Source: an optimization exercise on an open RTL-to-GDS flow (aim: small area). Production flows keep margins and buffers that such runs may drop. Function was checked by simulation only, so behaviour that the tests miss may differ from the original. No activity file was given, so power comes from the tool's default toggle rates.

==> inputs of run P <==
Design processor_v3, start of the top module:
module processor_v3
    #(  parameter DATA_DEP = 512,
        parameter PROG_ADDR_WID = 30,
        parameter DATA_ADDR_WID = 29
    )
    (
        input clk,
        input nrst,
        input [31:0] inst,
        input [63:0] rdata,
        output [31:0] pc,
        output [31:0] addr,
        output wr_en,
        output [63:0] wdata,
        output [7:0] wmask,
        output [63:0] ALUop1,
        output [63:0] ALUop2,
        output [63:0] ALUres,
        output [63:0] RFwrdata,
        output RFwren
    );
==> flow/config.mk <==
export PLATFORM = sky130hd
export DESIGN_NAME = processor_v3
export DESIGN_NICKNAME = processor_v3
export VERILOG_FILES = /design/flow/design.v
export SDC_FILE = /design/flow/constraint.sdc
export NUM_CORES = 8
export LEC_CHECK = 0
export CAP_MARGIN = 20
export CORE_MARGIN = 2
export CORE_UTILIZATION = 40
export CTS_CLUSTER_DIAMETER = 80
export CTS_CLUSTER_SIZE = 20
export SLEW_MARGIN = 20
export SYNTH_HIERARCHICAL = 1
==> flow/constraint.sdc <==
create_clock -name core_clock -period 8.5 [get_ports {clk}]
set_input_delay 1.7000 -clock core_clock [delete_from_list [all_inputs] [get_ports {clk}]]
set_output_delay 1.7000 -clock core_clock [all_outputs]
set_load 0.01 [all_outputs]
run.sh (not shown) runs the stock make flow with config.mk's settings and CLKGATE_MAP_FILE= SYNTH_SCRIPT=/design/flow/synth_recipe.tcl, a recipe that flattens the netlist after the stock synthesis.
==> run B (differences from run P) <==
--- a/flow/design.v
+++ b/flow/design.v
@@ -194,21 +194,22 @@
     assign wmask = {{4{mem_wrmask[2]}}, {2{mem_wrmask[1]}}, {2{mem_wrmask[0]}}};
     assign ALUop1 = ALU_op1;
     assign ALUop2 = ALU_op2;
     assign ALUres = ALU_res;
     assign RFwrdata = RFi_wrdata;
     assign RFwren = RFi_wren;
     genvar gi, gj;
     wire [31*64-1:0] rf_q;
-    wire [63:0] rf_wd = RFi_wrdata & {64{nrst}};
+    wire [63:0] rf_wd = RFi_wrdata;
     generate
         for (gi = 1; gi < 32; gi = gi + 1) begin : g_row
-            wire we = !nrst | (RFi_wren & (RFi_rd == gi));
-            wire nwe = !we;
+            wire hit = RFi_wren & (RFi_rd == gi);
+            wire we = nrst & hit;
+            wire nwe = nrst & !hit;
             wire [63:0] d;
             reg [63:0] q;
             for (gj = 0; gj < 64; gj = gj + 1) begin : g_b
                 g_a22o h(.a(we), .b(rf_wd[gj]), .c(nwe), .d(q[gj]), .y(d[gj]));
             end
             always @(posedge clk)
                 q <= d;
             assign rf_q[64*(gi-1) +: 64] = q;
==> flow/flow/run.sh (new file) <==
#!/bin/bash
# Layout: the standard flow (standard synthesis, floorplan, power grid,
# placement, CTS, routing), with three changes to how the layout is made:
#  - the port buffers are the platform's smallest buffer, buf_1, instead of
#    the one buffer_ports picks by default (clkdlybuf4s50_1);
#  - clock tree synthesis clusters the flip-flops into larger groups per
#    leaf buffer (clkbuf_8 only) and inserts no dummy loads.
# Every tool's output goes to the ORFS logs under orfs/logs/; make's own
# output goes to make_standard.log in this folder.
set -euo pipefail
export BUFFER_PORTS_ARGS="-buffer_cell sky130_fd_sc_hd__buf_1"
export CTS_ARGS="-sink_clustering_enable -repair_clock_nets -dont_use_dummy_load -sink_clustering_size 14 -sink_clustering_max_diameter 60 -buf_list sky130_fd_sc_hd__clkbuf_8"
bash standard.sh > make_standard.log 2>&1
==> flow/standard.sh (new file) <==
#!/bin/bash
# synth_recipe.tcl (not shown) runs the flow's synth.tcl, then flattens the netlist and writes it again
# the make line also repeats each setting of config.mk as NAME=value (left out here)
make -C /OpenROAD-flow-scripts/flow DESIGN_CONFIG=/design/flow/config.mk WORK_HOME=/design/flow/orfs CLKGATE_MAP_FILE= SYNTH_SCRIPT=/design/flow/synth_recipe.tcl "${@:-finish}"
==> flow/config.mk (replaced) <==
export PLATFORM = sky130hd
export DESIGN_NAME = processor_v3
export DESIGN_NICKNAME = processor_v3
export VERILOG_FILES = /design/flow/design.v
export SDC_FILE = /design/flow/constraint.sdc
export NUM_CORES = 8
export LEC_CHECK = 0
export CAP_MARGIN = 20
export CORE_MARGIN = 2
export CORE_UTILIZATION = 40
export PLACE_DENSITY = 0.7
export SLEW_MARGIN = 20
export SYNTH_HIERARCHICAL = 1
removed: flow/run.sh
==> run K (differences from run P) <==
--- a/flow/design.v
+++ b/flow/design.v
@@ -47,16 +47,19 @@
     assign y = !(a & b & c);
 endmodule
 module g_nand4(input a, input b, input c, input d, output y);
     assign y = !(a & b & c & d);
 endmodule
 module g_nor2(input a, input b, output y);
     assign y = !(a | b);
 endmodule
+module g_nor4(input a, input b, input c, input d, output y);
+    assign y = !(a | b | c | d);
+endmodule
 module g_or3(input a, input b, input c, output y);
     assign y = a | b | c;
 endmodule
 module g_a21o(input a, input b, input c, output y);
     assign y = (a & b) | c;
 endmodule
 module g_a22o(input a, input b, input c, input d, output y);
     assign y = (a & b) | (c & d);
@@ -194,21 +197,22 @@
     assign wmask = {{4{mem_wrmask[2]}}, {2{mem_wrmask[1]}}, {2{mem_wrmask[0]}}};
     assign ALUop1 = ALU_op1;
     assign ALUop2 = ALU_op2;
     assign ALUres = ALU_res;
     assign RFwrdata = RFi_wrdata;
     assign RFwren = RFi_wren;
     genvar gi, gj;
     wire [31*64-1:0] rf_q;
-    wire [63:0] rf_wd = RFi_wrdata & {64{nrst}};
+    wire [63:0] rf_wd = RFi_wrdata;
     generate
         for (gi = 1; gi < 32; gi = gi + 1) begin : g_row
-            wire we = !nrst | (RFi_wren & (RFi_rd == gi));
-            wire nwe = !we;
+            wire hit = RFi_wren & (RFi_rd == gi);
+            wire we = nrst & hit;
+            wire nwe = nrst & !hit;
             wire [63:0] d;
             reg [63:0] q;
             for (gj = 0; gj < 64; gj = gj + 1) begin : g_b
                 g_a22o h(.a(we), .b(rf_wd[gj]), .c(nwe), .d(q[gj]), .y(d[gj]));
             end
             always @(posedge clk)
                 q <= d;
             assign rf_q[64*(gi-1) +: 64] = q;
@@ -446,17 +450,36 @@
             g_a221o m(.a(ms[1]), .b(res[i]), .c(mr[1]), .d(rdata[i]), .e(e1), .y(y[i]));
         end
         for (i = 32; i < 64; i = i + 1) begin : g_r2
             g_a221o m(.a(ms[2]), .b(res[i]), .c(mr[2]), .d(rdata[i]), .e(e2), .y(y[i]));
         end
     endgenerate
 endmodule
 module pipe_eq(input [63:0] a, input [63:0] b, output y);
-    assign y = a == b;
+    wire [63:0] d;
+    wire [31:0] e2;
+    wire [7:0] n8;
+    wire [1:0] e32;
+    genvar i;
+    generate
+        for (i = 0; i < 64; i = i + 1) begin : g_d
+            g_xor2 x(.a(a[i]), .b(b[i]), .y(d[i]));
+        end
+        for (i = 0; i < 32; i = i + 1) begin : g_e2
+            g_nor2 n(.a(d[2*i]), .b(d[2*i+1]), .y(e2[i]));
+        end
+        for (i = 0; i < 8; i = i + 1) begin : g_n8
+            g_nand4 n(.a(e2[4*i]), .b(e2[4*i+1]), .c(e2[4*i+2]), .d(e2[4*i+3]), .y(n8[i]));
+        end
+        for (i = 0; i < 2; i = i + 1) begin : g_e32
+            g_nor4 n(.a(n8[4*i]), .b(n8[4*i+1]), .c(n8[4*i+2]), .d(n8[4*i+3]), .y(e32[i]));
+        end
+    endgenerate
+    g_and2 o(.a(e32[0]), .b(e32[1]), .y(y));
 endmodule
 module pipe_add32(input [31:0] a, input [31:0] b, output [31:0] y);
     wire [31:0] p, g, c;
     genvar i;
     generate
         for (i = 0; i < 32; i = i + 1) begin : g_bit
             g_xor2 x1(.a(a[i]), .b(b[i]), .y(p[i]));
             g_and2 a0(.a(a[i]), .b(b[i]), .y(g[i]));
==> flow/flow/run.sh (new file) <==
#!/bin/bash
# Layout: the standard flow (standard synthesis, floorplan, power grid,
# placement, CTS, routing), with three changes to how the layout is made:
#  - the port buffers are the platform's smallest buffer, buf_1, instead of
#    the one buffer_ports picks by default (clkdlybuf4s50_1);
#  - clock tree synthesis clusters the flip-flops into larger groups per
#    leaf buffer (clkbuf_8 only) and inserts no dummy loads.
# Every tool's output goes to the ORFS logs under orfs/logs/; make's own
# output goes to make_standard.log in this folder.
set -euo pipefail
export BUFFER_PORTS_ARGS="-buffer_cell sky130_fd_sc_hd__buf_1"
export CTS_ARGS="-sink_clustering_enable -repair_clock_nets -dont_use_dummy_load -sink_clustering_size 14 -sink_clustering_max_diameter 60 -buf_list sky130_fd_sc_hd__clkbuf_8"
bash standard.sh > make_standard.log 2>&1
==> flow/standard.sh (new file) <==
#!/bin/bash
# synth_recipe.tcl (not shown) runs the flow's synth.tcl, then flattens the netlist and writes it again
# the make line also repeats each setting of config.mk as NAME=value (left out here)
make -C /OpenROAD-flow-scripts/flow DESIGN_CONFIG=/design/flow/config.mk WORK_HOME=/design/flow/orfs CLKGATE_MAP_FILE= SYNTH_SCRIPT=/design/flow/synth_recipe.tcl "${@:-finish}"
==> flow/config.mk (replaced) <==
export PLATFORM = sky130hd
export DESIGN_NAME = processor_v3
export DESIGN_NICKNAME = processor_v3
export VERILOG_FILES = /design/flow/design.v
export SDC_FILE = /design/flow/constraint.sdc
export NUM_CORES = 8
export LEC_CHECK = 0
export CAP_MARGIN = 20
export CORE_MARGIN = 2
export CORE_UTILIZATION = 40
export PLACE_DENSITY = 0.7
export SLEW_MARGIN = 20
export SYNTH_HIERARCHICAL = 1
removed: flow/run.sh
==> run R (differences from run P) <==
--- a/flow/design.v
+++ b/flow/design.v
@@ -47,16 +47,19 @@
     assign y = !(a & b & c);
 endmodule
 module g_nand4(input a, input b, input c, input d, output y);
     assign y = !(a & b & c & d);
 endmodule
 module g_nor2(input a, input b, output y);
     assign y = !(a | b);
 endmodule
+module g_nor4(input a, input b, input c, input d, output y);
+    assign y = !(a | b | c | d);
+endmodule
 module g_or3(input a, input b, input c, output y);
     assign y = a | b | c;
 endmodule
 module g_a21o(input a, input b, input c, output y);
     assign y = (a & b) | c;
 endmodule
 module g_a22o(input a, input b, input c, input d, output y);
     assign y = (a & b) | (c & d);
@@ -194,21 +197,22 @@
     assign wmask = {{4{mem_wrmask[2]}}, {2{mem_wrmask[1]}}, {2{mem_wrmask[0]}}};
     assign ALUop1 = ALU_op1;
     assign ALUop2 = ALU_op2;
     assign ALUres = ALU_res;
     assign RFwrdata = RFi_wrdata;
     assign RFwren = RFi_wren;
     genvar gi, gj;
     wire [31*64-1:0] rf_q;
-    wire [63:0] rf_wd = RFi_wrdata & {64{nrst}};
+    wire [63:0] rf_wd = RFi_wrdata;
     generate
         for (gi = 1; gi < 32; gi = gi + 1) begin : g_row
-            wire we = !nrst | (RFi_wren & (RFi_rd == gi));
-            wire nwe = !we;
+            wire hit = RFi_wren & (RFi_rd == gi);
+            wire we = nrst & hit;
+            wire nwe = nrst & !hit;
             wire [63:0] d;
             reg [63:0] q;
             for (gj = 0; gj < 64; gj = gj + 1) begin : g_b
                 g_a22o h(.a(we), .b(rf_wd[gj]), .c(nwe), .d(q[gj]), .y(d[gj]));
             end
             always @(posedge clk)
                 q <= d;
             assign rf_q[64*(gi-1) +: 64] = q;
@@ -446,17 +450,36 @@
             g_a221o m(.a(ms[1]), .b(res[i]), .c(mr[1]), .d(rdata[i]), .e(e1), .y(y[i]));
         end
         for (i = 32; i < 64; i = i + 1) begin : g_r2
             g_a221o m(.a(ms[2]), .b(res[i]), .c(mr[2]), .d(rdata[i]), .e(e2), .y(y[i]));
         end
     endgenerate
 endmodule
 module pipe_eq(input [63:0] a, input [63:0] b, output y);
-    assign y = a == b;
+    wire [63:0] d;
+    wire [31:0] e2;
+    wire [7:0] n8;
+    wire [1:0] e32;
+    genvar i;
+    generate
+        for (i = 0; i < 64; i = i + 1) begin : g_d
+            g_xor2 x(.a(a[i]), .b(b[i]), .y(d[i]));
+        end
+        for (i = 0; i < 32; i = i + 1) begin : g_e2
+            g_nor2 n(.a(d[2*i]), .b(d[2*i+1]), .y(e2[i]));
+        end
+        for (i = 0; i < 8; i = i + 1) begin : g_n8
+            g_nand4 n(.a(e2[4*i]), .b(e2[4*i+1]), .c(e2[4*i+2]), .d(e2[4*i+3]), .y(n8[i]));
+        end
+        for (i = 0; i < 2; i = i + 1) begin : g_e32
+            g_nor4 n(.a(n8[4*i]), .b(n8[4*i+1]), .c(n8[4*i+2]), .d(n8[4*i+3]), .y(e32[i]));
+        end
+    endgenerate
+    g_and2 o(.a(e32[0]), .b(e32[1]), .y(y));
 endmodule
 module pipe_add32(input [31:0] a, input [31:0] b, output [31:0] y);
     wire [31:0] p, g, c;
     genvar i;
     generate
         for (i = 0; i < 32; i = i + 1) begin : g_bit
             g_xor2 x1(.a(a[i]), .b(b[i]), .y(p[i]));
             g_and2 a0(.a(a[i]), .b(b[i]), .y(g[i]));
==> flow/flow/run.sh (new file) <==
#!/bin/bash
# Layout: the standard flow (standard synthesis, floorplan, power grid,
# placement, CTS, routing), with three changes to how the layout is made:
#  - the port buffers are the platform's smallest buffer, buf_1, instead of
#    the one buffer_ports picks by default (clkdlybuf4s50_1);
#  - clock tree synthesis clusters the flip-flops into larger groups per
#    leaf buffer (clkbuf_8 only) and inserts no dummy loads.
# Every tool's output goes to the ORFS logs under orfs/logs/; make's own
# output goes to make_standard.log in this folder.
set -euo pipefail
export BUFFER_PORTS_ARGS="-buffer_cell sky130_fd_sc_hd__buf_1"
export CTS_ARGS="-sink_clustering_enable -repair_clock_nets -dont_use_dummy_load -sink_clustering_size 14 -sink_clustering_max_diameter 60 -buf_list sky130_fd_sc_hd__clkbuf_8"
bash standard.sh > make_standard.log 2>&1
==> flow/standard.sh (new file) <==
#!/bin/bash
# synth_recipe.tcl (not shown) runs the flow's synth.tcl, then flattens the netlist and writes it again
# the make line also repeats each setting of config.mk as NAME=value (left out here)
make -C /OpenROAD-flow-scripts/flow DESIGN_CONFIG=/design/flow/config.mk WORK_HOME=/design/flow/orfs CLKGATE_MAP_FILE= SYNTH_SCRIPT=/design/flow/synth_recipe.tcl "${@:-finish}"
==> flow/config.mk (replaced) <==
export PLATFORM = sky130hd
export DESIGN_NAME = processor_v3
export DESIGN_NICKNAME = processor_v3
export VERILOG_FILES = /design/flow/design.v
export SDC_FILE = /design/flow/constraint.sdc
export NUM_CORES = 8
export LEC_CHECK = 0
export CAP_MARGIN = 20
export CORE_MARGIN = 2
export CORE_UTILIZATION = 40
export SLEW_MARGIN = 20
export SYNTH_HIERARCHICAL = 1
removed: flow/run.sh
==> comparison table <==
Run status: run B complete, no violations; run P complete, no violations; run R complete, no violations; run K complete, no violations
Post-Place Worst Slack: run B 1342 ps; run P 1334 ps; run R 1535 ps; run K 1120 ps
Multi-Input Combinational: run B 5,510; run P 5,509; run R 5,532; run K 5,532
Number of instances in the synthesized netlist: run B 8,185; run P 8,218; run R 8,207; run K 8,207
Sw Share: run B 25.48%; run P 26.40%; run R 25.95%; run K 25.58%
Post-synthesis area per instance: run B 11.88 sq um; run P 11.86 sq um; run R 11.86 sq um; run K 11.86 sq um
Switching power total: run B 4846 uW; run P 5671 uW; run R 5001 uW; run K 4902 uW
Share of cells above drive strength 1: run B 7.746%; run P 8.416%; run R 7.869%; run K 7.971%
Worst path depth: run B 16; run P 16; run R 20; run K 19
Fraction of area in multi-input gates: run B 42.77%; run P 40.76%; run R 42.77%; run K 42.67%
Clk network pwr share: run B 32.4%; run P 37.5%; run R 33.0%; run K 32.8%
Sequential power share: run B 63.0%; run P 56.1%; run R 62.2%; run K 62.5%
Total inserted antenna cells: run B 44; run P 40; run R 31; run K 48
Hold path start: run B r_pc[17]; run P ALUf_RF_rd[1]; run R ALUf_RF_rd[1]; run K ALUf_RF_rd[0]
Vias in the first global route: run B 94.83k; run P 94.28k; run R 93.66k; run K 95.92k

## port drivers added, routing unchanged
No port has a modelled driver above. Below, the same layouts with a new extraction and two added sets of constraints. Step 1 sets driving cells, clkbuf_16 on the clock port and buf_2 on the other inputs (assumed; they add their load-dependent delay and slew). Step 2 adds t to the input delays and takes it off the output delays; t is the mean of the earliest and latest rising clock arrival at the registers after step 1. Input paths then give back, and output paths get back, about the clock's delay inside the block. Three values: ideal ports, drivers, drivers and shift; two values: the first two.
| run | t, ns | setup WS [ns] | clock arrival spread, ns | worst register clock-pin slew, ns |
|---|---|---|---|---|
| run P | 0.982 | 0.706 / 0.706 / 0.706 | 0.064 / 0.063 | 0.09 / 0.09 |
| run B | 1.109 | 0.946 / 0.946 / 0.946 | 0.129 / 0.128 | 0.11 / 0.11 |
| run K | 1.156 | 0.405 / 0.405 / 0.405 | 0.219 / 0.219 | 0.10 / 0.10 |
| run R | 1.136 | 1.126 / 1.126 / 1.126 | 0.192 / 0.191 | 0.11 / 0.11 |
After both steps every run listed still meets setup and hold.
